What follows belongs to an exercise in optimizing a design on an open flow for small area, a short achievable clock period and few clock cycles per item; a production flow would make more cautious choices. No functional check of the RTL was part of any run shown here.

==> flow/design.v <==
module fir_top (
    input  wire       clk,
    input  wire       resetN,
    input  wire       sampleClk,
    input  wire [7:0] sample,
    output wire [7:0] sum,
    output reg        dav
);
   reg [7:0] h1, h2, h3, h4, h5, h6, h7, h8;
   reg [8:0] s34, s25, s16;
   reg [9:0] m3;
   reg [18:0] t1a;
   reg [17:0] t1b;
   reg [3:0] ic;
   wire busy = ~ic[3] | ~ic[2];
   wire en = sampleClk | busy;
   wire [7:0] xin = busy ? 8'd0 : sample;
   wire s_1, c_2;
   ha us_1 (h2[0], h3[0], s_1, c_2);
   wire s_3, c_4;
   ha us_3 (h2[1], h3[1], s_3, c_4);
   wire s_5, c_6;
   ha us_5 (h2[2], h3[2], s_5, c_6);
   wire s_7, c_8;
   ha us_7 (h2[3], h3[3], s_7, c_8);
   wire s_9, c_10;
   ha us_9 (h2[4], h3[4], s_9, c_10);
   wire s_11, c_12;
   ha us_11 (h2[5], h3[5], s_11, c_12);
   wire s_13, c_14;
   ha us_13 (h2[6], h3[6], s_13, c_14);
   wire s_15, c_16;
   ha us_15 (h2[7], h3[7], s_15, c_16);
   wire s_17, c_18;
   ha us_17 (h2[7], h3[7], s_17, c_18);
   wire G_19 = c_4 | (s_3 & c_2);
   wire G_21 = c_6 | (s_5 & c_4);
   wire P_22 = s_5 & s_3;
   wire G_23 = c_8 | (s_7 & c_6);
   wire P_24 = s_7 & s_5;
   wire G_25 = c_10 | (s_9 & c_8);
   wire P_26 = s_9 & s_7;
   wire G_27 = c_12 | (s_11 & c_10);
   wire P_28 = s_11 & s_9;
   wire G_29 = c_14 | (s_13 & c_12);
   wire P_30 = s_13 & s_11;
   wire G_31 = c_16 | (s_15 & c_14);
   wire P_32 = s_15 & s_13;
   wire G_33 = c_18 | (s_17 & c_16);
   wire P_34 = s_17 & s_15;
   wire G_35 = G_21 | (P_22 & c_2);
   wire G_37 = G_23 | (P_24 & G_19);
   wire G_39 = G_25 | (P_26 & G_21);
   wire P_40 = P_26 & P_22;
   wire G_41 = G_27 | (P_28 & G_23);
   wire P_42 = P_28 & P_24;
   wire G_43 = G_29 | (P_30 & G_25);
   wire P_44 = P_30 & P_26;
   wire G_45 = G_31 | (P_32 & G_27);
   wire P_46 = P_32 & P_28;
   wire G_47 = G_33 | (P_34 & G_29);
   wire P_48 = P_34 & P_30;
   wire G_49 = G_39 | (P_40 & c_2);
   wire G_51 = G_41 | (P_42 & G_19);
   wire G_53 = G_43 | (P_44 & G_35);
   wire G_55 = G_45 | (P_46 & G_37);
   wire G_57 = G_47 | (P_48 & G_39);
   wire P_58 = P_48 & P_40;
   wire G_59 = G_57 | (P_58 & c_2);
   wire [8:0] s34n;
   assign s34n[0] = ~(s_1);
   assign s34n[1] = ~(s_3 ^ c_2);
   assign s34n[2] = ~(s_5 ^ G_19);
   assign s34n[3] = ~(s_7 ^ G_35);
   assign s34n[4] = ~(s_9 ^ G_37);
   assign s34n[5] = ~(s_11 ^ G_49);
   assign s34n[6] = ~(s_13 ^ G_51);
   assign s34n[7] = ~(s_15 ^ G_53);
   assign s34n[8] = s_17 ^ G_55;
   wire s_61, c_62;
   ha us_61 (h1[0], h4[0], s_61, c_62);
   wire s_63, c_64;
   ha us_63 (h1[1], h4[1], s_63, c_64);
   wire s_65, c_66;
   ha us_65 (h1[2], h4[2], s_65, c_66);
   wire s_67, c_68;
   ha us_67 (h1[3], h4[3], s_67, c_68);
   wire s_69, c_70;
   ha us_69 (h1[4], h4[4], s_69, c_70);
   wire s_71, c_72;
   ha us_71 (h1[5], h4[5], s_71, c_72);
   wire s_73, c_74;
   ha us_73 (h1[6], h4[6], s_73, c_74);
   wire s_75, c_76;
   ha us_75 (h1[7], h4[7], s_75, c_76);
   wire s_77, c_78;
   ha us_77 (h1[7], h4[7], s_77, c_78);
   wire G_79 = c_64 | (s_63 & c_62);
   wire G_81 = c_66 | (s_65 & c_64);
   wire P_82 = s_65 & s_63;
   wire G_83 = c_68 | (s_67 & c_66);
   wire P_84 = s_67 & s_65;
   wire G_85 = c_70 | (s_69 & c_68);
   wire P_86 = s_69 & s_67;
   wire G_87 = c_72 | (s_71 & c_70);
   wire P_88 = s_71 & s_69;
   wire G_89 = c_74 | (s_73 & c_72);
   wire P_90 = s_73 & s_71;
   wire G_91 = c_76 | (s_75 & c_74);
   wire P_92 = s_75 & s_73;
   wire G_93 = c_78 | (s_77 & c_76);
   wire P_94 = s_77 & s_75;
   wire G_95 = G_81 | (P_82 & c_62);
   wire G_97 = G_83 | (P_84 & G_79);
   wire G_99 = G_85 | (P_86 & G_81);
   wire P_100 = P_86 & P_82;
   wire G_101 = G_87 | (P_88 & G_83);
   wire P_102 = P_88 & P_84;
   wire G_103 = G_89 | (P_90 & G_85);
   wire P_104 = P_90 & P_86;
   wire G_105 = G_91 | (P_92 & G_87);
   wire P_106 = P_92 & P_88;
   wire G_107 = G_93 | (P_94 & G_89);
   wire P_108 = P_94 & P_90;
   wire G_109 = G_99 | (P_100 & c_62);
   wire G_111 = G_101 | (P_102 & G_79);
   wire G_113 = G_103 | (P_104 & G_95);
   wire G_115 = G_105 | (P_106 & G_97);
   wire G_117 = G_107 | (P_108 & G_99);
   wire P_118 = P_108 & P_100;
   wire G_119 = G_117 | (P_118 & c_62);
   wire [8:0] s25n;
   assign s25n[0] = ~(s_61);
   assign s25n[1] = ~(s_63 ^ c_62);
   assign s25n[2] = ~(s_65 ^ G_79);
   assign s25n[3] = ~(s_67 ^ G_95);
   assign s25n[4] = ~(s_69 ^ G_97);
   assign s25n[5] = ~(s_71 ^ G_109);
   assign s25n[6] = ~(s_73 ^ G_111);
   assign s25n[7] = ~(s_75 ^ G_113);
   assign s25n[8] = s_77 ^ G_115;
   wire s_121, c_122;
   ha us_121 (sample[0], h5[0], s_121, c_122);
   wire s_123, c_124;
   ha us_123 (sample[1], h5[1], s_123, c_124);
   wire s_125, c_126;
   ha us_125 (sample[2], h5[2], s_125, c_126);
   wire s_127, c_128;
   ha us_127 (sample[3], h5[3], s_127, c_128);
   wire s_129, c_130;
   ha us_129 (sample[4], h5[4], s_129, c_130);
   wire s_131, c_132;
   ha us_131 (sample[5], h5[5], s_131, c_132);
   wire s_133, c_134;
   ha us_133 (sample[6], h5[6], s_133, c_134);
   wire s_135, c_136;
   ha us_135 (sample[7], h5[7], s_135, c_136);
   wire s_137, c_138;
   ha us_137 (sample[7], h5[7], s_137, c_138);
   wire y_139;
   ao uy_139 (c_124, s_123, c_122, y_139);
   wire y_140;
   ao uy_140 (c_128, s_127, c_126, y_140);
   wire y_141;
   an uy_141 (s_127, s_125, y_141);
   wire y_142;
   ao uy_142 (c_132, s_131, c_130, y_142);
   wire y_143;
   an uy_143 (s_131, s_129, y_143);
   wire y_144;
   ao uy_144 (c_136, s_135, c_134, y_144);
   wire y_145;
   an uy_145 (s_135, s_133, y_145);
   wire y_146;
   ao uy_146 (c_126, s_125, y_139, y_146);
   wire y_147;
   ao uy_147 (y_140, y_141, y_139, y_147);
   wire y_148;
   ao uy_148 (c_134, s_133, y_142, y_148);
   wire y_149;
   an uy_149 (s_133, y_143, y_149);
   wire y_150;
   ao uy_150 (y_144, y_145, y_142, y_150);
   wire y_151;
   an uy_151 (y_145, y_143, y_151);
   wire y_152;
   ao uy_152 (c_130, s_129, y_147, y_152);
   wire y_153;
   ao uy_153 (y_142, y_143, y_147, y_153);
   wire y_154;
   ao uy_154 (y_148, y_149, y_147, y_154);
   wire y_155;
   ao uy_155 (y_150, y_151, y_147, y_155);
   wire y_156;
   ao uy_156 (c_138, s_137, y_155, y_156);
   wire [8:0] s16nr;
   assign s16nr[0] = ~s_121;
   xn ss16nr1 (s_123, c_122, s16nr[1]);
   xn ss16nr2 (s_125, y_139, s16nr[2]);
   xn ss16nr3 (s_127, y_146, s16nr[3]);
   xn ss16nr4 (s_129, y_147, s16nr[4]);
   xn ss16nr5 (s_131, y_152, s16nr[5]);
   xn ss16nr6 (s_133, y_153, s16nr[6]);
   xn ss16nr7 (s_135, y_154, s16nr[7]);
   xr ss16nr8 (s_137, y_155, s16nr[8]);
   wire [8:0] s16n = busy ? 9'd255 : s16nr;
   wire s_157, c_158;
   ha us_157 (sample[1], sample[0], s_157, c_158);
   wire s_159, c_160;
   ha us_159 (sample[2], sample[1], s_159, c_160);
   wire s_161, c_162;
   ha us_161 (sample[3], sample[2], s_161, c_162);
   wire s_163, c_164;
   ha us_163 (sample[4], sample[3], s_163, c_164);
   wire s_165, c_166;
   ha us_165 (sample[5], sample[4], s_165, c_166);
   wire s_167, c_168;
   ha us_167 (sample[6], sample[5], s_167, c_168);
   wire s_169, c_170;
   ha us_169 (sample[7], sample[6], s_169, c_170);
   wire s_171, c_172;
   ha us_171 (sample[7], sample[7], s_171, c_172);
   wire s_173, c_174;
   ha us_173 (sample[7], sample[7], s_173, c_174);
   wire y_175;
   ao uy_175 (c_162, s_161, c_160, y_175);
   wire y_176;
   an uy_176 (s_161, s_159, y_176);
   wire y_177;
   ao uy_177 (c_166, s_165, c_164, y_177);
   wire y_178;
   an uy_178 (s_165, s_163, y_178);
   wire y_179;
   ao uy_179 (c_170, s_169, c_168, y_179);
   wire y_180;
   an uy_180 (s_169, s_167, y_180);
   wire y_181;
   ao uy_181 (c_174, s_173, c_172, y_181);
   wire y_182;
   an uy_182 (s_173, s_171, y_182);
   wire y_183;
   ao uy_183 (c_160, s_159, c_158, y_183);
   wire y_184;
   ao uy_184 (y_175, y_176, c_158, y_184);
   wire y_185;
   ao uy_185 (c_168, s_167, y_177, y_185);
   wire y_186;
   an uy_186 (s_167, y_178, y_186);
   wire y_187;
   ao uy_187 (y_179, y_180, y_177, y_187);
   wire y_188;
   an uy_188 (y_180, y_178, y_188);
   wire y_189;
   ao uy_189 (c_164, s_163, y_184, y_189);
   wire y_190;
   ao uy_190 (y_177, y_178, y_184, y_190);
   wire y_191;
   ao uy_191 (y_185, y_186, y_184, y_191);
   wire y_192;
   ao uy_192 (y_187, y_188, y_184, y_192);
   wire y_193;
   ao uy_193 (c_172, s_171, y_192, y_193);
   wire y_194;
   ao uy_194 (y_181, y_182, y_192, y_194);
   wire [9:0] m3nr;
   assign m3nr[0] = ~sample[0];
   assign m3nr[1] = ~s_157;
   xn sm3nr2 (s_159, c_158, m3nr[2]);
   xn sm3nr3 (s_161, y_183, m3nr[3]);
   xn sm3nr4 (s_163, y_184, m3nr[4]);
   xn sm3nr5 (s_165, y_189, m3nr[5]);
   xn sm3nr6 (s_167, y_190, m3nr[6]);
   xn sm3nr7 (s_169, y_191, m3nr[7]);
   xn sm3nr8 (s_171, y_192, m3nr[8]);
   xr sm3nr9 (s_173, y_193, m3nr[9]);
   wire [9:0] m3n = busy ? 10'd511 : m3nr;
   wire s_195, c_196;
   fa us_195 (s25[0], ~h7[0], 1'b1, s_195, c_196);
   wire s_197, c_198;
   fa us_197 (~s34[0], s25[1], 1'b1, s_197, c_198);
   wire s_199, c_200;
   xr xs_199 (h7[1], c_196, s_199);
   nr ns_199 (h7[1], ~c_196, c_200);
   wire s_201, c_202;
   fa us_201 (~s34[1], s25[2], s25[0], s_201, c_202);
   wire s_203, c_204;
   fa us_203 (s16[0], ~h7[2], c_198, s_203, c_204);
   wire s_205, c_206;
   ha us_205 (s_201, c_200, s_205, c_206);
   wire s_207, c_208;
   fa us_207 (~s34[2], s34[0], 1'b1, s_207, c_208);
   wire s_209, c_210;
   fa us_209 (s25[3], s25[1], s16[1], s_209, c_210);
   wire s_211, c_212;
   fa us_211 (~h7[3], h7[0], h8[0], s_211, c_212);
   wire s_213, c_214;
   fa us_213 (c_202, s_207, s_209, s_213, c_214);
   wire s_215, c_216;
   fa us_215 (s_211, c_204, c_206, s_215, c_216);
   wire s_217, c_218;
   fa us_217 (~s34[3], s34[1], 1'b1, s_217, c_218);
   wire s_219, c_220;
   fa us_219 (s25[4], s25[2], s25[0], s_219, c_220);
   wire s_221, c_222;
   fa us_221 (s16[2], s16[0], h7[1], s_221, c_222);
   wire s_223, c_224;
   fa us_223 (~h7[4], h8[1], c_208, s_223, c_224);
   wire s_225, c_226;
   fa us_225 (c_210, c_212, s_217, s_225, c_226);
   wire s_227, c_228;
   fa us_227 (s_219, s_221, c_214, s_227, c_228);
   wire s_229, c_230;
   fa us_229 (s_223, s_225, c_216, s_229, c_230);
   wire s_231, c_232;
   fa us_231 (s34[4], h7[5], h7[0], s_231, c_232);
   wire s_233, c_234;
   fa us_233 (s34[2], s25[5], s25[3], s_233, c_234);
   wire s_235, c_236;
   fa us_235 (s25[1], s16[3], s16[1], s_235, c_236);
   wire s_237, c_238;
   fa us_237 (h7[2], h8[2], c_218, s_237, c_238);
   wire s_239, c_240;
   fa us_239 (c_220, c_222, s_233, s_239, c_240);
   wire s_241, c_242;
   fa us_241 (~s_231, s_235, c_224, s_241, c_242);
   wire s_243, c_244;
   fa us_243 (c_226, s_237, s_239, s_243, c_244);
   wire s_245, c_246;
   fa us_245 (c_228, s_241, s_243, s_245, c_246);
   wire s_247, c_248;
   fa us_247 (s34[5], h7[6], h7[1], s_247, c_248);
   wire s_249, c_250;
   fa us_249 (s34[3], s25[6], s25[4], s_249, c_250);
   wire s_251, c_252;
   fa us_251 (s25[2], s16[4], s16[2], s_251, c_252);
   wire s_253, c_254;
   fa us_253 (s16[0], h7[3], h8[3], s_253, c_254);
   wire s_255, c_256;
   fa us_255 (~c_232, c_234, c_236, s_255, c_256);
   wire s_257, c_258;
   fa us_257 (~s_247, s_249, s_251, s_257, c_258);
   wire s_259, c_260;
   fa us_259 (s_253, c_238, c_240, s_259, c_260);
   wire s_261, c_262;
   fa us_261 (s_255, s_257, c_242, s_261, c_262);
   wire s_263, c_264;
   fa us_263 (c_244, s_259, s_261, s_263, c_264);
   wire s_265, c_266;
   fa us_265 (~s34[6], s34[4], s34[0], s_265, c_266);
   wire s_267, c_268;
   fa us_267 (s25[7], s25[5], s25[3], s_267, c_268);
   wire s_269, c_270;
   fa us_269 (s16[5], s16[3], s16[1], s_269, c_270);
   wire s_271, c_272;
   fa us_271 (h7[7], h7[4], h8[4], s_271, c_272);
   wire s_273, c_274;
   fa us_273 (h7[2], c_248, ~c_250, s_273, c_274);
   wire s_275, c_276;
   fa us_275 (c_252, c_254, s_265, s_275, c_276);
   wire s_277, c_278;
   fa us_277 (s_267, s_269, s_271, s_277, c_278);
   wire s_279, c_280;
   fa us_279 (c_256, c_258, ~s_273, s_279, c_280);
   wire s_281, c_282;
   fa us_281 (s_275, s_277, c_260, s_281, c_282);
   wire s_283, c_284;
   fa us_283 (s_279, c_262, s_281, s_283, c_284);
   wire s_285, c_286;
   fa us_285 (s34[7], s25[0], h7[3], s_285, c_286);
   wire s_287, c_288;
   fa us_287 (s34[5], s34[1], s25[8], s_287, c_288);
   wire s_289, c_290;
   fa us_289 (s25[6], s25[4], s16[6], s_289, c_290);
   wire s_291, c_292;
   fa us_291 (s16[4], s16[2], h7[5], s_291, c_292);
   wire s_293, c_294;
   fa us_293 (h8[5], c_266, c_268, s_293, c_294);
   wire s_295, c_296;
   fa us_295 (c_270, c_272, s_287, s_295, c_296);
   wire s_297, c_298;
   fa us_297 (~s_285, s_289, s_291, s_297, c_298);
   wire s_299, c_300;
   fa us_299 (~c_274, c_276, c_278, s_299, c_300);
   wire s_301, c_302;
   fa us_301 (s_293, s_295, s_297, s_301, c_302);
   wire s_303, c_304;
   fa us_303 (c_280, s_299, s_301, s_303, c_304);
   wire s_305, c_306;
   ha us_305 (c_282, s_303, s_305, c_306);
   wire s_307, c_308;
   fa us_307 (s34[8], s25[1], h7[4], s_307, c_308);
   wire s_309, c_310;
   fa us_309 (s34[6], s34[2], s25[7], s_309, c_310);
   wire s_311, c_312;
   fa us_311 (s25[5], s16[7], s16[5], s_311, c_312);
   wire s_313, c_314;
   fa us_313 (s16[3], h7[6], h8[6], s_313, c_314);
   wire s_315, c_316;
   fa us_315 (~c_286, c_288, c_290, s_315, c_316);
   wire s_317, c_318;
   fa us_317 (c_292, s_309, s_311, s_317, c_318);
   wire s_319, c_320;
   fa us_319 (~s_307, s_313, c_294, s_319, c_320);
   wire s_321, c_322;
   fa us_321 (c_296, c_298, s_315, s_321, c_322);
   wire s_323, c_324;
   fa us_323 (s_317, c_300, s_319, s_323, c_324);
   wire s_325, c_326;
   fa us_325 (c_302, s_321, s_323, s_325, c_326);
   wire s_327, c_328;
   ha us_327 (c_304, c_306, s_327, c_328);
   wire s_329, c_330;
   fa us_329 (s34[7], s34[3], 1'b1, s_329, c_330);
   wire s_331, c_332;
   fa us_331 (s34[0], s25[2], h7[7], s_331, c_332);
   wire s_333, c_334;
   fa us_333 (s25[8], s25[6], s16[8], s_333, c_334);
   wire s_335, c_336;
   fa us_335 (s16[6], s16[4], ~h7[5], s_335, c_336);
   wire s_337, c_338;
   fa us_337 (h8[7], c_308, ~c_310, s_337, c_338);
   wire s_339, c_340;
   fa us_339 (c_312, c_314, s_329, s_339, c_340);
   wire s_341, c_342;
   fa us_341 (~s_331, s_333, s_335, s_341, c_342);
   wire s_343, c_344;
   fa us_343 (c_316, c_318, ~s_337, s_343, c_344);
   wire s_345, c_346;
   fa us_345 (s_339, s_341, c_320, s_345, c_346);
   wire s_347, c_348;
   fa us_347 (c_322, s_343, c_324, s_347, c_348);
   wire s_349, c_350;
   fa us_349 (s_345, c_326, s_347, s_349, c_350);
   wire s_351, c_352;
   fa us_351 (s34[8], s34[4], s25[7], s_351, c_352);
   wire s_353, c_354;
   fa us_353 (s34[1], s25[3], h7[6], s_353, c_354);
   wire s_355, c_356;
   fa us_355 (s16[7], s16[5], c_330, s_355, c_356);
   wire s_357, c_358;
   fa us_357 (~c_332, c_334, c_336, s_357, c_358);
   wire s_359, c_360;
   fa us_359 (~s_351, s_353, c_338, s_359, c_360);
   wire s_361, c_362;
   fa us_361 (c_340, c_342, s_355, s_361, c_362);
   wire s_363, c_364;
   fa us_363 (s_357, c_344, ~s_359, s_363, c_364);
   wire s_365, c_366;
   fa us_365 (s_361, c_346, s_363, s_365, c_366);
   wire s_367, c_368;
   ha us_367 (c_348, s_365, s_367, c_368);
   wire s_369, c_370;
   fa us_369 (s34[5], s25[8], s16[8], s_369, c_370);
   wire s_371, c_372;
   fa us_371 (s34[2], s25[4], ~s16[6], s_371, c_372);
   wire s_373, c_374;
   fa us_373 (h7[7], c_352, ~c_354, s_373, c_374);
   wire s_375, c_376;
   fa us_375 (s_369, ~s_371, c_356, s_375, c_376);
   wire s_377, c_378;
   fa us_377 (c_358, s_373, ~c_360, s_377, c_378);
   wire s_379, c_380;
   fa us_379 (c_362, s_375, c_364, s_379, c_380);
   wire s_381, c_382;
   fa us_381 (s_377, c_366, s_379, s_381, c_382);
   wire s_383, c_384;
   fa us_383 (s34[6], ~s34[3], 1'b1, s_383, c_384);
   wire s_385, c_386;
   fa us_385 (~s25[5], s16[7], c_370, s_385, c_386);
   wire s_387, c_388;
   fa us_387 (~c_372, s_383, c_374, s_387, c_388);
   wire s_389, c_390;
   fa us_389 (s_385, c_376, s_387, s_389, c_390);
   wire s_391, c_392;
   fa us_391 (c_378, s_389, c_380, s_391, c_392);
   wire s_393, c_394;
   fa us_393 (s34[7], ~s34[4], 1'b1, s_393, c_394);
   wire s_395, c_396;
   fa us_395 (~s25[6], s16[8], c_384, s_395, c_396);
   wire s_397, c_398;
   fa us_397 (s_393, c_386, s_395, s_397, c_398);
   wire s_399, c_400;
   fa us_399 (c_388, s_397, c_390, s_399, c_400);
   wire s_401, c_402;
   fa us_401 (s34[8], ~s34[5], 1'b1, s_401, c_402);
   wire s_403, c_404;
   fa us_403 (~s25[7], c_394, s_401, s_403, c_404);
   wire s_405, c_406;
   fa us_405 (c_396, s_403, c_398, s_405, c_406);
   wire s_407, c_408;
   ha us_407 (s34[6], s25[8], s_407, c_408);
   wire s_409, c_410;
   fa us_409 (~s_407, c_402, c_404, s_409, c_410);
   wire s_411, c_412;
   xr xs_411 (s34[7], c_408, s_411);
   nr ns_411 (s34[7], c_408, c_412);
   wire [18:0] t1an = {s34[8], c_410, c_406, c_400, c_392, c_382, c_368, c_350, c_328, s_325, c_284, c_264, c_246, c_230, s_227, s_213, s_203, s_197, s_195};
   wire [17:0] t1bn = {c_412, s_411, s_409, s_405, s_399, s_391, s_381, s_367, s_349, s_327, s_305, s_283, s_263, s_245, s_229, s_215, s_205, s_199};
   wire s_413, c_414;
   fa us_413 (~t1a[1], t1b[0], h1[1], s_413, c_414);
   wire s_415, c_416;
   fa us_415 (t1a[2], t1b[1], ~h1[2], s_415, c_416);
   wire s_417, c_418;
   fa us_417 (t1a[3], t1b[2], m3[0], s_417, c_418);
   wire s_419, c_420;
   xr xs_419 (h1[3], c_416, s_419);
   nr ns_419 (h1[3], ~c_416, c_420);
   wire s_421, c_422;
   fa us_421 (t1a[4], t1b[3], m3[1], s_421, c_422);
   wire s_423, c_424;
   fa us_423 (~h1[4], c_418, s_421, s_423, c_424);
   wire s_425, c_426;
   fa us_425 (t1a[5], t1b[4], m3[2], s_425, c_426);
   wire s_427, c_428;
   fa us_427 (~h1[5], c_422, s_425, s_427, c_428);
   wire s_429, c_430;
   fa us_429 (t1a[6], t1b[5], m3[3], s_429, c_430);
   wire s_431, c_432;
   fa us_431 (~h1[6], c_426, s_429, s_431, c_432);
   wire s_433, c_434;
   fa us_433 (t1a[7], t1b[6], m3[4], s_433, c_434);
   wire s_435, c_436;
   fa us_435 (h1[7], c_430, s_433, s_435, c_436);
   wire s_437, c_438;
   fa us_437 (t1a[8], t1b[7], 1'b1, s_437, c_438);
   wire s_439, c_440;
   fa us_439 (m3[5], c_434, s_437, s_439, c_440);
   wire s_441, c_442;
   fa us_441 (t1a[9], t1b[8], m3[6], s_441, c_442);
   wire s_443, c_444;
   ha us_443 (c_438, s_441, s_443, c_444);
   wire s_445, c_446;
   fa us_445 (t1a[10], t1b[9], m3[7], s_445, c_446);
   wire s_447, c_448;
   ha us_447 (c_442, s_445, s_447, c_448);
   wire s_449, c_450;
   fa us_449 (t1a[11], t1b[10], m3[8], s_449, c_450);
   wire s_451, c_452;
   ha us_451 (c_446, s_449, s_451, c_452);
   wire s_453, c_454;
   fa us_453 (t1a[12], t1b[11], m3[9], s_453, c_454);
   wire s_455, c_456;
   ha us_455 (c_450, s_453, s_455, c_456);
   wire s_457, c_458;
   fa us_457 (t1a[13], t1b[12], c_454, s_457, c_458);
   wire s_459, c_460;
   ha us_459 (t1a[14], t1b[13], s_459, c_460);
   wire s_461, c_462;
   ha us_461 (t1a[15], t1b[14], s_461, c_462);
   wire s_463, c_464;
   ha us_463 (t1a[16], t1b[15], s_463, c_464);
   wire s_465, c_466;
   ha us_465 (t1a[17], t1b[16], s_465, c_466);
   wire s_467, c_468;
   xr xs_467 (t1a[18], t1b[17], s_467);
   nr ns_467 (t1a[18], ~t1b[17], c_468);
   wire s_469, c_470;
   xr xs_469 (t1a[0], h1[0], s_469);
   nr ns_469 (h1[0], ~t1a[0], c_470);
   wire s_471, c_472;
   xr xs_471 (c_414, s_415, s_471);
   nr ns_471 (c_414, ~s_415, c_472);
   wire s_473, c_474;
   xr xs_473 (s_417, s_419, s_473);
   nr ns_473 (s_419, ~s_417, c_474);
   wire s_475, c_476;
   ha us_475 (c_420, s_423, s_475, c_476);
   wire s_477, c_478;
   ha us_477 (c_424, s_427, s_477, c_478);
   wire s_479, c_480;
   ha us_479 (c_428, s_431, s_479, c_480);
   wire s_481, c_482;
   ha us_481 (c_432, s_435, s_481, c_482);
   wire s_483, c_484;
   ha us_483 (c_436, s_439, s_483, c_484);
   wire s_485, c_486;
   ha us_485 (c_440, s_443, s_485, c_486);
   wire s_487, c_488;
   ha us_487 (c_444, s_447, s_487, c_488);
   wire s_489, c_490;
   ha us_489 (c_448, s_451, s_489, c_490);
   wire s_491, c_492;
   ha us_491 (c_452, s_455, s_491, c_492);
   wire s_493, c_494;
   ha us_493 (c_456, s_457, s_493, c_494);
   wire s_495, c_496;
   ha us_495 (c_458, s_459, s_495, c_496);
   wire s_497, c_498;
   ha us_497 (c_460, s_461, s_497, c_498);
   wire s_499, c_500;
   ha us_499 (c_462, s_463, s_499, c_500);
   wire s_501, c_502;
   ha us_501 (c_464, s_465, s_501, c_502);
   wire s_503, c_504;
   xr xs_503 (c_466, s_467, s_503);
   nr ns_503 (s_467, ~c_466, c_504);
   wire s_505, c_506;
   ha us_505 (c_468, 1'b1, s_505, c_506);
   wire G_507 = 1'b0 | (~s_413 & c_470);
   wire G_509 = c_472 | (~s_471 & 1'b0);
   wire P_510 = ~s_471 & ~s_413;
   wire G_511 = c_474 | (~s_473 & c_472);
   wire P_512 = ~s_473 & ~s_471;
   wire G_513 = c_476 | (s_475 & c_474);
   wire P_514 = s_475 & ~s_473;
   wire G_515 = c_478 | (s_477 & c_476);
   wire P_516 = s_477 & s_475;
   wire G_517 = c_480 | (s_479 & c_478);
   wire P_518 = s_479 & s_477;
   wire G_519 = c_482 | (s_481 & c_480);
   wire P_520 = s_481 & s_479;
   wire G_521 = c_484 | (s_483 & c_482);
   wire P_522 = s_483 & s_481;
   wire G_523 = c_486 | (s_485 & c_484);
   wire P_524 = s_485 & s_483;
   wire G_525 = c_488 | (s_487 & c_486);
   wire P_526 = s_487 & s_485;
   wire G_527 = c_490 | (s_489 & c_488);
   wire P_528 = s_489 & s_487;
   wire G_529 = c_492 | (s_491 & c_490);
   wire P_530 = s_491 & s_489;
   wire G_531 = c_494 | (s_493 & c_492);
   wire P_532 = s_493 & s_491;
   wire G_533 = c_496 | (s_495 & c_494);
   wire P_534 = s_495 & s_493;
   wire G_535 = c_498 | (s_497 & c_496);
   wire P_536 = s_497 & s_495;
   wire G_537 = c_500 | (s_499 & c_498);
   wire P_538 = s_499 & s_497;
   wire G_539 = c_502 | (s_501 & c_500);
   wire P_540 = s_501 & s_499;
   wire G_541 = c_504 | (~s_503 & c_502);
   wire P_542 = ~s_503 & s_501;
   wire G_543 = c_506 | (s_505 & c_504);
   wire P_544 = s_505 & ~s_503;
   wire G_545 = G_509 | (P_510 & c_470);
   wire G_547 = G_511 | (P_512 & G_507);
   wire G_549 = G_513 | (P_514 & G_509);
   wire P_550 = P_514 & P_510;
   wire G_551 = G_515 | (P_516 & G_511);
   wire P_552 = P_516 & P_512;
   wire G_553 = G_517 | (P_518 & G_513);
   wire P_554 = P_518 & P_514;
   wire G_555 = G_519 | (P_520 & G_515);
   wire P_556 = P_520 & P_516;
   wire G_557 = G_521 | (P_522 & G_517);
   wire P_558 = P_522 & P_518;
   wire G_559 = G_523 | (P_524 & G_519);
   wire P_560 = P_524 & P_520;
   wire G_561 = G_525 | (P_526 & G_521);
   wire P_562 = P_526 & P_522;
   wire G_563 = G_527 | (P_528 & G_523);
   wire P_564 = P_528 & P_524;
   wire G_565 = G_529 | (P_530 & G_525);
   wire P_566 = P_530 & P_526;
   wire G_567 = G_531 | (P_532 & G_527);
   wire P_568 = P_532 & P_528;
   wire G_569 = G_533 | (P_534 & G_529);
   wire P_570 = P_534 & P_530;
   wire G_571 = G_535 | (P_536 & G_531);
   wire P_572 = P_536 & P_532;
   wire G_573 = G_537 | (P_538 & G_533);
   wire P_574 = P_538 & P_534;
   wire G_575 = G_539 | (P_540 & G_535);
   wire P_576 = P_540 & P_536;
   wire G_577 = G_541 | (P_542 & G_537);
   wire P_578 = P_542 & P_538;
   wire G_579 = G_543 | (P_544 & G_539);
   wire P_580 = P_544 & P_540;
   wire G_581 = G_549 | (P_550 & c_470);
   wire G_583 = G_551 | (P_552 & G_507);
   wire G_585 = G_553 | (P_554 & G_545);
   wire G_587 = G_555 | (P_556 & G_547);
   wire G_589 = G_557 | (P_558 & G_549);
   wire P_590 = P_558 & P_550;
   wire G_591 = G_559 | (P_560 & G_551);
   wire P_592 = P_560 & P_552;
   wire G_593 = G_561 | (P_562 & G_553);
   wire P_594 = P_562 & P_554;
   wire G_595 = G_563 | (P_564 & G_555);
   wire P_596 = P_564 & P_556;
   wire G_597 = G_565 | (P_566 & G_557);
   wire P_598 = P_566 & P_558;
   wire G_599 = G_567 | (P_568 & G_559);
   wire P_600 = P_568 & P_560;
   wire G_601 = G_569 | (P_570 & G_561);
   wire P_602 = P_570 & P_562;
   wire G_603 = G_571 | (P_572 & G_563);
   wire P_604 = P_572 & P_564;
   wire G_605 = G_573 | (P_574 & G_565);
   wire P_606 = P_574 & P_566;
   wire G_607 = G_575 | (P_576 & G_567);
   wire P_608 = P_576 & P_568;
   wire G_609 = G_577 | (P_578 & G_569);
   wire P_610 = P_578 & P_570;
   wire G_611 = G_579 | (P_580 & G_571);
   wire P_612 = P_580 & P_572;
   wire G_613 = G_589 | (P_590 & c_470);
   wire G_615 = G_591 | (P_592 & G_507);
   wire G_617 = G_593 | (P_594 & G_545);
   wire G_619 = G_595 | (P_596 & G_547);
   wire G_621 = G_597 | (P_598 & G_581);
   wire G_623 = G_599 | (P_600 & G_583);
   wire G_625 = G_601 | (P_602 & G_585);
   wire G_627 = G_603 | (P_604 & G_587);
   wire G_629 = G_605 | (P_606 & G_589);
   wire P_630 = P_606 & P_590;
   wire G_631 = G_607 | (P_608 & G_591);
   wire P_632 = P_608 & P_592;
   wire G_633 = G_609 | (P_610 & G_593);
   wire P_634 = P_610 & P_594;
   wire G_635 = G_611 | (P_612 & G_595);
   wire P_636 = P_612 & P_596;
   wire G_637 = G_629 | (P_630 & c_470);
   wire G_639 = G_631 | (P_632 & G_507);
   wire G_641 = G_633 | (P_634 & G_545);
   wire G_643 = G_635 | (P_636 & G_547);
   wire [19:0] r;
   assign r[0] = ~s_469;
   assign r[1] = ~s_413 ^ c_470;
   assign r[2] = ~s_471 ^ G_507;
   assign r[3] = ~s_473 ^ G_545;
   assign r[4] = s_475 ^ G_547;
   assign r[5] = s_477 ^ G_581;
   assign r[6] = s_479 ^ G_583;
   assign r[7] = s_481 ^ G_585;
   assign r[8] = s_483 ^ G_587;
   assign r[9] = s_485 ^ G_613;
   assign r[10] = s_487 ^ G_615;
   assign r[11] = s_489 ^ G_617;
   assign r[12] = s_491 ^ G_619;
   assign r[13] = s_493 ^ G_621;
   assign r[14] = s_495 ^ G_623;
   assign r[15] = s_497 ^ G_625;
   assign r[16] = s_499 ^ G_627;
   assign r[17] = s_501 ^ G_637;
   assign r[18] = ~s_503 ^ G_639;
   assign r[19] = s_505 ^ G_641;
   wire c7;
   carry7 uc7 (r[9:3], sample[6:0], c7);
   wire up0, sp0, sn0, up1, sp1, sn1, up, sp, sn;
   presel ups0 (r[19:10], sample[7], 1'b0, up0, sp0, sn0);
   presel ups1 (r[19:10], sample[7], 1'b1, up1, sp1, sn1);
   mux3 upsm (c7, {up0, sp0, sn0}, {up1, sp1, sn1}, {up, sp, sn});
   reg [7:0] rq;
   reg upq, spq, snq;
   wire [7:0] rinc = rq + upq;
   assign sum = spq ? 8'h7f : snq ? 8'h80 : rinc;
   always @(posedge clk, negedge resetN)
     if (!resetN) begin
        ic <= 4'd0;
        dav <= 1'b0;
     end else begin
        if (busy) ic <= ic + 4'd1;
        dav <= sampleClk & ~busy;
     end
   always @(posedge clk) begin
      rq <= r[18:11];
      upq <= up; spq <= sp; snq <= sn;
      if (en) begin
         t1a <= t1an; t1b <= t1bn;
         s34 <= s34n; s25 <= s25n; s16 <= s16n;
         m3 <= m3n;
         h1 <= xin; h2 <= h1; h3 <= h2; h4 <= h3;
         h5 <= h4; h6 <= h5; h7 <= h6; h8 <= h7;
      end
   end
endmodule
module carry7 (input [6:0] a, input [6:0] b, output c);
   wire [7:0] s = {1'b0, a} + {1'b0, b};
   assign c = s[7];
endmodule
module presel (input [9:0] r, input x7, input c, output up, output sp, output sn);
   wire signed [8:0] rs = r[9:1];
   wire nx = ~x7;
   wire n0 = ~r[0] & ~nx & ~c;
   wire n3 = r[0] & nx & c;
   assign up = (r[0] & nx) | (r[0] & c) | (nx & c);
   assign sp = (rs >= 9'sd129) | ((rs == 9'sd128) & ~n0) | ((rs == 9'sd127) & n3);
   assign sn = (rs <= -9'sd130) | ((rs == -9'sd129) & ~n3) | ((rs == -9'sd128) & n0);
endmodule
module mux3 (input s, input [2:0] a, input [2:0] b, output [2:0] y);
   assign y = s ? b : a;
endmodule
module fa (input a, input b, input c, output s, output co);
   assign s = a ^ b ^ c;
   assign co = (a & b) | (a & c) | (b & c);
endmodule
module ha (input a, input b, output s, output co);
   assign s = a ^ b;
   assign co = a & b;
endmodule
module xr (input a, input b, output y);
   assign y = a ^ b;
endmodule
module nr (input a, input b, output y);
   assign y = ~(a | b);
endmodule
module anb (input a, input b, output y);
   assign y = ~a & b;
endmodule
module xn (input a, input b, output y);
   assign y = ~(a ^ b);
endmodule
module an (input a, input b, output y);
   assign y = a & b;
endmodule
module ao (input g, input p, input gl, output y);
   assign y = g | (p & gl);
endmodule
==> flow/run.sh <==
#!/bin/bash
# synth_recipe.tcl (not shown) runs the flow's synth.tcl, then flattens the netlist and writes it again
# the make line also repeats each setting of config.mk as NAME=value (left out here)
make -C /OpenROAD-flow-scripts/flow DESIGN_CONFIG=/design/flow/config.mk WORK_HOME=/design/flow/orfs CLKGATE_MAP_FILE= SYNTH_SCRIPT=/design/flow/synth_recipe.tcl finish
==> flow/config.mk <==
export PLATFORM = sky130hd
export DESIGN_NAME = fir_top
export DESIGN_NICKNAME = fir_top
export VERILOG_FILES = /design/flow/design.v
export SDC_FILE = /design/flow/constraint.sdc
export NUM_CORES = 4
export LEC_CHECK = 0
export CAP_MARGIN = 20
export CORE_MARGIN = 2
export CORE_UTILIZATION = 65
export CTS_BUF_LIST = sky130_fd_sc_hd__clkbuf_8
export CTS_CLUSTER_SIZE = 30
export SETUP_SLACK_MARGIN = 5
export SLEW_MARGIN = 20
export SYNTH_HIERARCHICAL = 1
==> flow/constraint.sdc <==
create_clock -name core_clock -period 10.0 [get_ports {clk}]
set_input_delay 2.0000 -clock core_clock [delete_from_list [all_inputs] [get_ports {clk}]]
set_output_delay 2.0000 -clock core_clock [all_outputs]
set_load 0.01 [all_outputs]
==> flow_summary.json, run 1 <==
{
  "cts.repair.resized": 0,
  "worstSetupEndpointType": "flip-flop",
  "cts_tree": "done",
  "outcome": "complete, no violations",
  "path_buf_inv": 0,
  "grt_max_degree": 80,
  "cts_num_sinks": 154,
  "startpoint_type": "flip-flop",
  "clk_latency_ns": 0.46,
  "grt_use_met2": 0.443,
  "grt_first_pass_wirelength_mm": 33.3,
  "rows": 45,
  "ctsHoldBuffers": 0,
  "finalWeightedCongestion": 0.861,
  "die_width_um": 129,
  "avgSynthCellArea_sq_um": 14.0,
  "start_util": 0.668,
  "overflow": 0,
  "ys_types": 54,
  "hp-class": "reg -> reg",
  "cts_setup_buffers": 0,
  "critPathTopFamily": "compound AO/OA/AOI/OAI gates",
  "top_usage_layer": "met2",
  "htreeDepth": 4,
  "path_max_fanout": 6,
  "ant_nets": 0,
  "yosysWarnings": 7,
  "multi_input_area_sq_um": 5500,
  "finalSetupTns_ns": 0,
  "synth_flop_cell": "edfxtp_1",
  "drc": 0,
  "pin_count": 20,
  "slew_violations": 0,
  "port_buffers": 19,
  "diodes": 0,
  "max_stage_delay_ns": 0.57,
  "clk_pin_slew_ns": 0.09,
  "setup_viol": 0,
  "grt.met3_usage": 0.0599,
  "grt_antenna_before_repair": 0,
  "synthTopCellsByArea": "edfxtp_1 (41%), fa_1 (24%), ha_1 (9.2%)",
  "finalHoldViolCount": 0,
  "worst_hold_path.endpoint": "h7[4]",
  "wire_per_inst_um": 21.1,
  "post-synth-top-area-cell": "edfxtp_1",
  "seqCellArea_sq_um": 4490,
  "synth_edf_count": 138,
  "finClkSkew_ns": 0.0157,
  "r2r_end": "spq",
  "drt-vias-per-instance": 5.81,
  "clockBufferDepth": 2,
  "chipHeight_um": 129,
  "syn_inst": 728,
  "grt_util_all_layers": 0.276,
  "core-area_sq_um": 15300,
  "rsz0062_at_grt": "no",
  "die-area_sq_um": 16700,
  "global_route.usage.met1": 0.356,
  "instances_no_fill": 996,
  "maxSlewHeadroom": 0.351,
  "worstMarginPinSlew_ns": 0.974,
  "path_cells": "fa_1 > fa_1 > ha_1 > a21oi_1 > o21ai_0 > a311o_1 > a41oi_2 > mux2_4 > or4_1 > o41ai_2 > a21oi_1 > mux2_2",
  "critPathSlowestCell": "fa_1",
  "firstDrtPassIters": 4,
  "max_cap_viol_count": 0,
  "max_freq_mhz": 224,
  "fillers": 1002,
  "rr_worst_depth": 12,
  "rr_startpoint": "t1a[8]",
  "ys_ff_latch": 154,
  "worstPathRequired_ns": 10.35,
  "hpwl_mm": 16.6,
  "area_growth_pct": 9.07,
  "drt_iter0_markers": 334,
  "cts_root_buf": "clkbuf_8",
  "arrival_ns": 4.82,
  "fin_crit_sh": 0.447,
  "drive_gt1_frac": 0.0777,
  "placed_cells": 964,
  "worstSetupPathType": "reg -> reg",
  "whs_path_depth": 0,
  "ys_seq_area_frac": 0.440,
  "vias": 5786,
  "hold_ws_ns": 0.424,
  "async_flop_share": 0.0325,
  "rrSetupSlack_ns": 5.53,
  "post_synth_instance_area_sq_um": 10200,
  "hold_start": "h6[4]",
  "fin_crit_ns": 4.47,
  "synth_top_cell_area_share": 0.406,
  "grt_pass1_vias": 6280,
  "numCtsBuffers": 17,
  "fin_nets": 978,
  "wirelength_mm": 21.0
}
[cell families (layout without fill, tap and decap cells)]
family | Yosys count | count (layout) | synth area share
compound gates | 114 | 114 | 0.0785
xor+xnor | 59 | 59 | 0.0507
fa+ha+maj | 197 | 197 | 0.330
buf+inv | 70 | 113 | 0.0259
flops | 154 | 154 | 0.440
mux | 6 | 6 | 0.00687
other cells | 2 | 16 | 0.000737
simple gates | 126 | 126 | 0.0674
[flip-flops by register name (all words and copies together) (netlist names), 9 cells and up]
signal	cells
t1b	18
s34	9
m3	10
s25	9
s16	9
t1a	19
[metal layers]
metal	routed length (um)	vias to the layer above
met3	815	48
met4	1030	0
li1	-	2656
met1	8680	2949
met2	10500	133
met5	0	-
[layout by cell type, fill, tap and decap left out, types with 7 or more instances in the layout]
| master | n |
|---|---|
| a21o_1 | 37 |
| a21oi_1 | 24 |
| and2_1 | 10 |
| and3_1 | 15 |
| clkbuf_8 | 17 |
| clkdlybuf4s50_1 | 19 |
| conb_1 | 16 |
| dfxtp_1 | 11 |
| edfxtp_1 | 138 |
| fa_1 | 120 |
| ha_1 | 75 |
| inv_1 | 62 |
| nand2_1 | 18 |
| nand3_1 | 16 |
| nor2_1 | 28 |
| o21a_1 | 7 |
| o21ai_0 | 8 |
| or2_2 | 14 |
| xnor2_1 | 33 |
| xor2_1 | 26 |
[modules after synthesis (local to each module, per instance), a selection]
| module | cell area (sq um) | flip-flops and latches | times used | cells |
|---|---|---|---|---|
| nr | 3.75 | 0 | 8 | 1 |
| carry7 | 125 | 0 | 1 | 14 |
| mux3 | 33.8 | 0 | 1 | 3 |
| ha | 12.5 | 0 | 64 | 1 |
| fa | 20.0 | 0 | 120 | 1 |
| an | 6.26 | 0 | 10 | 1 |
[final cells by class]
type / instances / area share
well taps: 211 / 0.0237
multi-input cells: 518 / 0.494
clock buffers: 17 / 0.0210
repair buffers: 20 / 0.0178
clock inverters: 15 / 0.0188
inverters: 61 / 0.0206
flip-flops and latches: 154 / 0.404
[how the worst max path moves through the flow]
stage / end / depth (start not counted) / slack [ns] / from
after floorplan: h1[0] / 1 / 5.87 / sampleClk
after global placement: t1a[11] / 3 / 5.57 / sampleClk
after detailed placement: s16[7] / 3 / 5.47 / sampleClk
after CTS: spq / 12 / 5.55 / t1a[8]
after global routing: snq / 13 / 5.39 / h1[2]
final: spq / 12 / 5.53 / t1a[8]
[cells in the mapped netlist (all sizes together), types with 4 or more instances]
cell type / n
and2: 10
nand4: 5
or2: 15
clkbuf: 8
inv: 61
nand2: 18
dfxtp: 11
a21oi: 25
dfrtp: 5
o21ai: 12
a31oi: 4
and3: 16
fa: 120
nand3: 16
o21a: 7
nor2: 28
xor2: 26
xnor2: 33
o31ai: 5
edfxtp: 138
ha: 75
a21o: 37
or4: 6
mux2: 5
[stage by stage]
| stage | setup WS [ns] | instance area (sq um) | util |
|---|---|---|---|
| CTS | 5.55 | 11100 | 0.729 |
| floorplan | 5.87 | 10200 | - |
| global route | 5.39 | 11100 | 0.729 |
| detailed placement | 5.47 | 10700 | 0.700 |
| global placement | 5.57 | 10700 | 0.700 |
| finish | 5.53 | 11100 | 0.729 |
==> inputs of run 2 (changes only) <==
--- a/flow/design.v
+++ b/flow/design.v
@@ -739,12 +739,14 @@
    wire c7;
    carry7 uc7 (r[9:3], sample[6:0], c7);
-   wire up0, sp0, sn0, up1, sp1, sn1, up, sp, sn;
-   presel ups0 (r[19:10], sample[7], 1'b0, up0, sp0, sn0);
-   presel ups1 (r[19:10], sample[7], 1'b1, up1, sp1, sn1);
-   mux3 upsm (c7, {up0, sp0, sn0}, {up1, sp1, sn1}, {up, sp, sn});
-   reg [7:0] rq;
-   reg upq, spq, snq;
-   wire [7:0] rinc = rq + upq;
-   assign sum = spq ? 8'h7f : snq ? 8'h80 : rinc;
+   wire [2:0] nf0, nf1, nf;
+   nflags unf0 (r[10], sample[7], 1'b0, nf0);
+   nflags unf1 (r[10], sample[7], 1'b1, nf1);
+   mux3 unfm (c7, nf0, nf1, nf);
+   reg [8:0] rq;
+   reg zq, oq, upq, n0q, n3q;
+   wire [7:0] rinc = rq[7:0] + upq;
+   wire sp = (~rq[8] & rq[7] & (~zq | ~n0q)) | (~rq[8] & ~rq[7] & oq & n3q);
+   wire sn = (rq[8] & ~rq[7] & (~oq | ~n3q)) | (rq[8] & rq[7] & zq & n0q);
+   assign sum = sp ? 8'h7f : sn ? 8'h80 : rinc;
    always @(posedge clk, negedge resetN)
      if (!resetN) begin
@@ -756,6 +758,7 @@
      end
    always @(posedge clk) begin
-      rq <= r[18:11];
-      upq <= up; spq <= sp; snq <= sn;
+      rq <= r[19:11];
+      zq <= ~|r[17:11]; oq <= &r[17:11];
+      {upq, n0q, n3q} <= nf;
       if (en) begin
          t1a <= t1an; t1b <= t1bn;
@@ -771,12 +774,9 @@
    assign c = s[7];
 endmodule
-module presel (input [9:0] r, input x7, input c, output up, output sp, output sn);
-   wire signed [8:0] rs = r[9:1];
+module nflags (input r0, input x7, input c, output [2:0] f);
    wire nx = ~x7;
-   wire n0 = ~r[0] & ~nx & ~c;
-   wire n3 = r[0] & nx & c;
-   assign up = (r[0] & nx) | (r[0] & c) | (nx & c);
-   assign sp = (rs >= 9'sd129) | ((rs == 9'sd128) & ~n0) | ((rs == 9'sd127) & n3);
-   assign sn = (rs <= -9'sd130) | ((rs == -9'sd129) & ~n3) | ((rs == -9'sd128) & n0);
+   assign f[2] = (r0 & nx) | (r0 & c) | (nx & c);
+   assign f[1] = ~r0 & ~nx & ~c;
+   assign f[0] = r0 & nx & c;
 endmodule
 module mux3 (input s, input [2:0] a, input [2:0] b, output [2:0] y);
==> flow/flow/run.sh (new file) <==
#!/bin/bash
# The standard layout (the standard.sh: ORFS from synthesis to the final
# layout), with timing repair aiming at a larger setup margin than the flow
# settings allow. make's output goes to flow_make.log; each ORFS step writes
# its own log under orfs/logs, copied here at the end.
set -euo pipefail
bash standard.sh SETUP_SLACK_MARGIN=6.0 finish > flow_make.log 2>&1
cp orfs/logs/*/fir_top/base/*.log . 2>/dev/null || true
==> flow/standard.sh (new file) <==
#!/bin/bash
# synth_recipe.tcl (not shown) runs the flow's synth.tcl, then flattens the netlist and writes it again
# the make line also repeats each setting of config.mk as NAME=value (left out here)
make -C /OpenROAD-flow-scripts/flow DESIGN_CONFIG=/design/flow/config.mk WORK_HOME=/design/flow/orfs CLKGATE_MAP_FILE= SYNTH_SCRIPT=/design/flow/synth_recipe.tcl "${@:-finish}"
removed: flow/run.sh
==> flow_summary.json, run 2 <==
{
  "final_cell_mix": "edfxtp_1 (138), fa_1 (120), ha_1 (70), inv_1 (66), xnor2_1 (32)",
  "clk_pin_slew_ns": 0.10,
  "chipHeight_um": 128,
  "placed_cells": 922,
  "crit_path_end": "sum[6]",
  "finClkSkew_ns": 0.0167,
  "drc": 0,
  "top_usage_layer": "met2",
  "post-synth-top-area-cell": "edfxtp_1",
  "wirelength_mm": 21.2,
  "wire_per_inst_um": 22.1,
  "drt-vias-per-instance": 5.90,
  "ys_types": 52,
  "largest_registers": "t1a: 19 flops, t1b: 18 flops, m3: 10 flops",
  "htreeDepth": 4,
  "synth_top_cell_area_share": 0.412,
  "startpoint_type": "flip-flop",
  "async_flop_share": 0.0318,
  "cts_num_sinks": 157,
  "layout_commonest_cell": "edfxtp_1",
  "worstSetupEndpointType": "primary output",
  "path_max_fanout": 2,
  "slew_violations": 0,
  "diodes": 0,
  "post-route-util": 0.730,
  "setup_viol": 0,
  "grt_antenna_before_repair": 0,
  "synthTopCellsByCount": "edfxtp_1 (138), fa_1 (120), ha_1 (75)",
  "synth_flop_cell": "edfxtp_1",
  "global_route.usage.met1": 0.370,
  "clk_latency_ns": 0.46,
  "synth_edf_count": 138,
  "hold_ws_ns": 0.429,
  "syn_inst": 705,
  "grt_util_all_layers": 0.280,
  "grt_first_pass_wirelength_mm": 33.3,
  "grt.met3_usage": 0.0653,
  "yosysWarnings": 7,
  "fillers": 998,
  "pre_cts_slack_ns": 5.49,
  "worstPathRequired_ns": 8.00,
  "drt_iter0_markers": 409,
  "fin_crit_sh": 0.401,
  "fin_crit_ns": 4.01,
  "start_util": 0.665,
  "grt_use_met2": 0.469,
  "whs_path_depth": 0,
  "rsz0062_at_grt": "yes",
  "worstSetupPathType": "reg -> out",
  "path_cells": "ha_4 > ha_4 > and3_4 > nand3_1 > xnor2_1 > maj3_1 > buf_2",
  "rrSetupSlack_ns": 6.14,
  "avgSynthCellArea_sq_um": 14.3,
  "cts_tree": "done",
  "crit_start": "rq[0]",
  "rows": 45,
  "finalWeightedCongestion": 0.880,
  "max_freq_mhz": 249,
  "ys_ff_latch": 157,
  "numCtsBuffers": 17,
  "largest_register_ff_count": 19,
  "vias": 5639,
  "grt_max_degree": 75,
  "pin_count": 20,
  "post_synth_instance_area_sq_um": 10100,
  "arrival_ns": 2.01,
  "finalSetupTns_ns": 0,
  "critPathSlowestCell": "dfxtp_2",
  "yosysMostFrequentCell": "edfxtp_1",
  "max_stage_delay_ns": 0.36,
  "finalHoldViolCount": 0,
  "max_cap_viol_count": 0,
  "ctsHoldBuffers": 0,
  "synthTopCellsByArea": "edfxtp_1 (41%), fa_1 (24%), ha_1 (9.3%)",
  "die_width_um": 128,
  "crit_top_cell": "ha_4",
  "instances_no_fill": 956,
  "area_growth_pct": 9.84,
  "clockBufferDepth": 2,
  "hpwl_mm": 16.6,
  "outcome": "complete, no violations",
  "ys_seq_area_frac": 0.452,
  "cts_root_buf": "clkbuf_8",
  "regMostFlops": "t1a",
  "maxSlewHeadroom": 0.431,
  "firstDrtPassIters": 4,
  "critPathTopFamily": "adder cells",
  "grt_pass1_vias": 6101,
  "drive_gt1_frac": 0.116,
  "core-area_sq_um": 15100,
  "setup_ws_ns": 5.99,
  "fin_nets": 961,
  "hp-class": "reg -> reg",
  "path_buf_inv": 1,
  "rr_startpoint": "t1a[5]",
  "r2r_end": "upq",
  "overflow": 0,
  "worstMarginPinSlew_ns": 0.854,
  "ant_nets": 0,
  "rr_worst_depth": 12,
  "crit_cells": 7,
  "die-area_sq_um": 16500,
  "port_buffers": 19
}
-- run 2: changes by cell type in the layout (fill, tap and decap cells not counted), moves of 5 or more --
cell	previous run	this run
nand3_1	16	9
ha_1	75	70
a21oi_1	24	18
clkdlybuf4s50_1	19	12
a21o_1	37	28
clkinv_8	2	7
nor3_1	1	7
o31ai_1	5	0
xor2_1	26	19
maj3_1	2	7
-- run 2: how the worst min path moves through the flow --
stage | start | to | slack, ns
CTS | h6[1] | h7[1] | 0.43
finish | h6[7] | h7[7] | 0.43
detailed placement | h6[1] | h7[1] | 0.40
global route | h6[0] | h7[0] | 0.45
floorplan | h6[0] | h7[0] | 0.40
global placement | h6[1] | h7[1] | 0.40
-- run 2: cell families (layout without fill, tap and decap cells) --
group / Yosys count / count (layout) / share of synthesized area
fa+ha+maj: 202 / 202 / 0.339
flops: 157 / 157 / 0.452
buf+inv: 70 / 120 / 0.0261
simple gates: 128 / 129 / 0.0692
other cells: 2 / 14 / 0.000746
compound gates: 89 / 89 / 0.0625
mux: 5 / 5 / 0.00547
xor+xnor: 52 / 52 / 0.0452
-- run 2: timing repair --
| item | 4_1_cts | 5_1_grt |
|---|---|---|
| gates cloned | 0 | 1 |
| hold endpoints to repair | 0 | 0 |
| endpoints found under the setup margin | 10 | 75 |
| pin swaps | 1 | 1 |
| gates resized for setup | 23 | 15 |
| setup buffers | 1 | 0 |
-- run 2: modules after synthesis, one instance, submodules excluded --
module | cells | flip-flops and latches | times used
nr | 1 | 0 | 8
ao | 1 | 0 | 24
mux3 | 3 | 0 | 1
an | 1 | 0 | 10
xr | 1 | 0 | 9
fa | 1 | 0 | 120
carry7 | 14 | 0 | 1
ha | 1 | 0 | 64
xn | 1 | 0 | 14
nflags | 5 | 0 | 2
fir_top | 429 | 157 | 1
-- run 2: metrics by stage --
step                area [sq um]
floorplan                  10100
global placement           10500
detailed placement         10500
CTS                        11000
global route               11100
finish                     11100
-- run 2: cell type report --
| cell class | instances | area, sq um | share of cell area |
|---|---|---|---|
| multi-input cells | 491 | 5400 | 0.488 |
| well taps | 188 | 235 | 0.0213 |
| repair buffers | 21 | 181 | 0.0164 |
| clock inverters | 15 | 206 | 0.0187 |
| clock buffers | 17 | 234 | 0.0212 |
| inverters | 67 | 251 | 0.0227 |
| flip-flops and latches | 157 | 4550 | 0.412 |
-- run 2: per-layer routing --
layer / share of wire / vias up
li1: - / 2546
met1: 0.42 / 2890
met2: 0.51 / 171
met3: 0.051 / 32
met4: 0.024 / 0
met5: 0 / -

[port drivers added, routing unchanged]
The flow's constraints put no driver on any port. The routed layouts listed below were extracted and timed again, unchanged, in two steps.
Step 1 assumes that a clkbuf_16 drives the clock port and a buf_2 every other input.
Step 2 times the ports against the registers' clock, not the clock port: input delays grow and output delays shrink by t, the midpoint of the rising clock arrivals with the driver on.
Three values: ideal, step 1, step 2; two values: the first two.
run | t, ns | setup WS [ns] | hold WS [ns]
run 1 | 0.490 | 5.531 / 5.531 / 5.489 | 0.424 / 0.424 / 0.424
run 2 | 0.496 | 5.987 / 5.947 / 5.602 | 0.429 / 0.429 / 0.429
After both steps setup and hold are still met in every run listed. For run 2, which loses most, drivers alone change the setup slack by -0.040 ns; drivers and shift together by -0.385 ns.
